From an optimization exercise on the open Yosys and OpenROAD flow, aimed at small area; shortcuts taken in it are not production practice.
Only simulation tests tie the RTL to the original design; equivalence was not proved.
The flow treats the clock pin as an ideal source, which a real chip does not have.
Power and IR drop assume default switching activity.

Setup of v6:
## topModule
module topModule(clk, rst, switch, key_row, key_col, seg_data, seg_position, light_out);
  input clk, rst, switch;
  input [3:0] key_row;
  output [2:0] key_col;
  output [7:0] seg_data;
  output [5:0] seg_position;
  output [7:0] light_out;
  wire scannerRst;
  wire [1:0] kc, kr, dc, dr;
  wire dsw;
  wire rst_out_s, rst_out_t, light, t_zero;
  wire [3:0] st1, st10, ss1, sm1;
  wire [2:0] ss10, sm10;
  wire [3:0] tt1, tt10, ts1, ts10, tm1, tm10;
  wire [2:0] pos;
  wire [3:0] digit;
  wire valid = (dc != 2'd0);
  wire star = valid && dr == 2'd3 && dc == 2'd1;
  wire hash = valid && dr == 2'd3 && dc == 2'd3;
  wire dig = valid && !star && !hash;
  wire [3:0] dval = (dr == 2'd3) ? 4'd0 : {2'b00, dr} * 4'd3 + {2'b00, dc};
  keypad_scan myks(clk, rst, scannerRst, key_col, key_row, kc, kr);
  demux mydemux(clk, rst, switch, kc, kr, dc, dr, dsw);
  ...
Size in the first run: about 460 cells after synthesis, ~32 I/O pins, ~3800 um2 of cells after synthesis.
==> flow/config.mk <==
export PLATFORM = sky130hd
export DESIGN_NAME = topModule
export DESIGN_NICKNAME = topModule
export VERILOG_FILES = /design/flow/design.v
export SDC_FILE = /design/flow/constraint.sdc
export NUM_CORES = 4
export LEC_CHECK = 0
export CAP_MARGIN = 20
export CORE_MARGIN = 2
export CORE_UTILIZATION = 70
export SLEW_MARGIN = 20
==> flow/constraint.sdc <==
create_clock -name core_clock -period 10.0 [get_ports {clk}]
set_input_delay 2.0000 -clock core_clock [delete_from_list [all_inputs] [get_ports {clk}]]
set_output_delay 2.0000 -clock core_clock [all_outputs]
set_load 0.01 [all_outputs]
standard.sh (not shown) runs the stock make flow with config.mk's settings and CLKGATE_MAP_FILE= SYNTH_SCRIPT=/design/flow/synth_recipe.tcl, a recipe that flattens the netlist after the stock synthesis.
==> flow/flow/run.sh <==
#!/bin/bash
# Synthesis: the standard script run with each of several area-oriented ABC
# recipes (flow/abc_*.script) and no adder extraction; the smallest result is
# kept, and its registers are given the instance names the standard synthesis
# gives them. Layout: the standard flow with the smallest buffer on the ports
# and a clock tree of small clusters without dummy loads, whose buffers are
# then downsized as far as the flip-flop clock-pin slew allows
# (flow/downsize_clk.tcl).
set -euo pipefail
W=$PWD
P=results/$FLOW_PLATFORM/topModule/base
R=$W/orfs/$P
# 1. standard synthesis, kept for its register names
bash standard.sh synth > $W/synth_standard.log 2>&1
cp $R/1_2_yosys.v $W/standard_synth.v
rm -f $R/1_2_yosys.v $R/1_synth.odb $R/1_synth.sdc
# 2. area-oriented syntheses, four at a time
MK=$(grep '^make -C' standard.sh | sed 's/ "\${@:-finish}"$//')
variant() {
  local k=$1 d=$W/syn_$1
  rm -rf $d; mkdir -p $d
  cp -r $FLOW_HOME/scripts $d/scripts
  cp $W/flow/abc_$k.script $d/scripts/abc_area.script
  local cmd=$(echo "$MK" | sed "s#WORK_HOME=[^ ]*#WORK_HOME=$d/orfs#")
  SCRIPTS_DIR=$d/scripts ABC_AREA=1 ADDER_MAP_FILE= bash -c "$cmd $d/orfs/$P/1_2_yosys.v" > $W/synth_$k.log 2>&1 || true
}
n=0
for f in $W/flow/abc_*.script; do
  k=$(basename $f .script); k=${k#abc_}
  variant $k &
  n=$((n+1))
  if (( n % 4 == 0 )); then wait; fi
done
wait
best=""; best_area=""
for f in $W/flow/abc_*.script; do
  k=$(basename $f .script); k=${k#abc_}
  s=$W/syn_$k/orfs/reports/$FLOW_PLATFORM/topModule/base/synth_stat.txt
  [[ -f $s && -f $W/syn_$k/orfs/$P/1_2_yosys.v ]] || continue
  a=$(sed -n "s/.*Chip area for module.*: *\([0-9.]*\).*/\1/p" $s | tail -1)
  echo "variant $k area $a" >> $W/synth_variants.log
  if [[ -z "$best" ]] || awk "BEGIN {exit !($a < $best_area)}"; then best=$k; best_area=$a; fi
done
echo "kept variant $best area $best_area" >> $W/synth_variants.log
cp $W/syn_$best/orfs/$P/1_2_yosys.v $R/1_2_yosys.v
python3 $W/flow/rename_regs.py $W/standard_synth.v $R/1_2_yosys.v > $W/rename_regs.log 2>&1
# 3. layout
export BUFFER_PORTS_ARGS="-buffer_cell sky130_fd_sc_hd__buf_1"
export POST_CTS_TCL=$W/flow/downsize_clk.tcl
export CTS_ARGS="-sink_clustering_enable -repair_clock_nets -dont_use_dummy_load -buf_list {sky130_fd_sc_hd__clkbuf_4 sky130_fd_sc_hd__clkbuf_8} -sink_clustering_size 12"
bash standard.sh > $W/layout.log 2>&1
==> flow/flow/downsize_clk.tcl <==
# Downsize each clock-tree buffer to the smallest clkbuf that keeps every
# flip-flop clock pin's slew (placement-estimated) under a limit.
proc my_clk_max_slew {} {
  estimate_parasitics -placement
  set mx 0
  foreach pin [get_pins -hierarchical */CLK] {
    set s [get_property $pin slew_max]
    if {$s > $mx} { set mx $s }
  }
  return $mx
}
set my_slew_limit 0.110
set my_block [ord::get_db_block]
foreach my_inst [$my_block getInsts] {
  set my_name [$my_inst getName]
  if {![string match clkbuf_* $my_name]} continue
  set my_orig [[$my_inst getMaster] getName]
  foreach my_size {2 4 8 16} {
    set my_try sky130_fd_sc_hd__clkbuf_$my_size
    if {$my_try == $my_orig} break
    replace_cell $my_name $my_try
    if {[my_clk_max_slew] <= $my_slew_limit} break
    replace_cell $my_name $my_orig
  }
  puts "clock buffer $my_name: $my_orig -> [[$my_inst getMaster] getName]"
}
puts "clock pin slew after downsizing: [my_clk_max_slew]"
Other scripts of this flow, unchanged in this note and not shown: flow/flow/abc_a0.script, flow/flow/abc_a1.script, flow/flow/abc_a2.script, flow/flow/abc_a3.script, flow/flow/abc_b0.script, flow/flow/abc_b1.script, flow/flow/abc_b2.script, flow/flow/abc_b3.script, flow/flow/rename_regs.py
diff inputs: v6 => v7
Settings: swapping 70 for 78 in CORE_UTILIZATION.
--- a/flow/flow/run.sh
+++ b/flow/flow/run.sh
@@ -3,8 +3,9 @@
 # recipes (flow/abc_*.script) and no adder extraction; the smallest result is
 # kept, and its registers are given the instance names the standard synthesis
-# gives them. Layout: the standard flow with the smallest buffer on the ports
-# and a clock tree of small clusters without dummy loads, whose buffers are
-# then downsized as far as the flip-flop clock-pin slew allows
-# (flow/downsize_clk.tcl).
+# gives them. Layout: the standard flow with the smallest buffer on the ports,
+# without the buffers timing-driven placement adds where no design rule needs
+# them (flow/pre_resize.tcl), and a clock tree of small clusters without
+# dummy loads, whose buffers are then downsized as far as the flip-flop
+# clock-pin slew allows (flow/downsize_clk.tcl).
 set -euo pipefail
 W=$PWD
@@ -47,4 +48,5 @@
 # 3. layout
 export BUFFER_PORTS_ARGS="-buffer_cell sky130_fd_sc_hd__buf_1"
+export PRE_RESIZE_TCL=$W/flow/pre_resize.tcl
 export POST_CTS_TCL=$W/flow/downsize_clk.tcl
 export CTS_ARGS="-sink_clustering_enable -repair_clock_nets -dont_use_dummy_load -buf_list {sky130_fd_sc_hd__clkbuf_4 sky130_fd_sc_hd__clkbuf_8} -sink_clustering_size 12"
--- a/flow/flow/downsize_clk.tcl
+++ b/flow/flow/downsize_clk.tcl
@@ -10,5 +10,5 @@
   return $mx
 }
-set my_slew_limit 0.110
+set my_slew_limit 0.118
 set my_block [ord::get_db_block]
 foreach my_inst [$my_block getInsts] {
==> flow/flow/pre_resize.tcl (new file) <==
# Remove the buffers timing-driven global placement inserted (named place*);
# the repair_design that follows adds back any that a design rule needs.
set my_names {}
foreach my_inst [get_cells place*] {
  if {[string match sky130_fd_sc_hd__buf_* [get_property $my_inst ref_name]]} {
    lappend my_names [get_full_name $my_inst]
  }
}
puts "removing [llength $my_names] placement buffers: $my_names"
if {[llength $my_names] > 0} { remove_buffers {*}$my_names }
### Flow results
v7 vs. v6: routed wire length picked up an extra about 1%; detail-routed net length per standard cell picked up an extra about 2%.
Non-clock buffer count came out lower on v7 than on v6.
Placed wire-length estimate after detailed placement delta (v7 -> v6): insignificant
Area of the core in v7 is 9.3% below v6.
| multi-input logic portion of the cell area | v7 vs v6 | 0.61 points higher |
The critical-path cell with the highest stage delay comes out sky130_fd_sc_hd__nor3_1 in one run and sky130_fd_sc_hd__nor3b_1 in the other, namely in v7 and v6 respectively.
Startpoint of the worst setup timing path = mytimer.s10[3]$_SDFFE_PP0P_: v7; startpoint of the worst setup timing path = mybuffer.q[2]$_SDFFE_PP1N_: v6
Of v6 and v7, the run reporting the higher portion of total power attributed to the clock network was v6.
v6 has a lower global-route usage than v7.
Between v6 and v7, later-pin clock latency in the skew report decreased.

-- re-timing with driven ports --
How much do the figures lean on ideal ports? The routed layouts below were timed once more, with nothing changed but the port constraints.
Step 1 sets driving cells, clkbuf_16 on the clock port and buf_2 on the other inputs (assumed; they add their load-dependent delay and slew).
Step 2 adds t to the input delays and takes it off the output delays; t is the mean of the earliest and latest rising clock arrival at the registers after step 1. Input paths then give back, and output paths get back, about the clock's delay inside the block.
Slacks: ideal ports / drivers / drivers and shift; pairs: ideal ports / drivers.
run | t, ns | slack for setup (ns) | hold WS [ns] | worst register clock-pin slew, ns | pins driven straight from the clock port
v6 | 0.544 | 5.721 / 5.695 / 6.177 | 0.336 / 0.336 / 0.336 | 0.10 / 0.10 | 1
v7 | 0.369 | 5.959 / 5.935 / 5.905 | 0.350 / 0.350 / 0.350 | 0.12 / 0.12 | 1
After both steps setup and hold are still met in every run listed. The setup slack of v7, which loses most, moves by -0.024 ns with the drivers and by -0.054 ns with both steps.
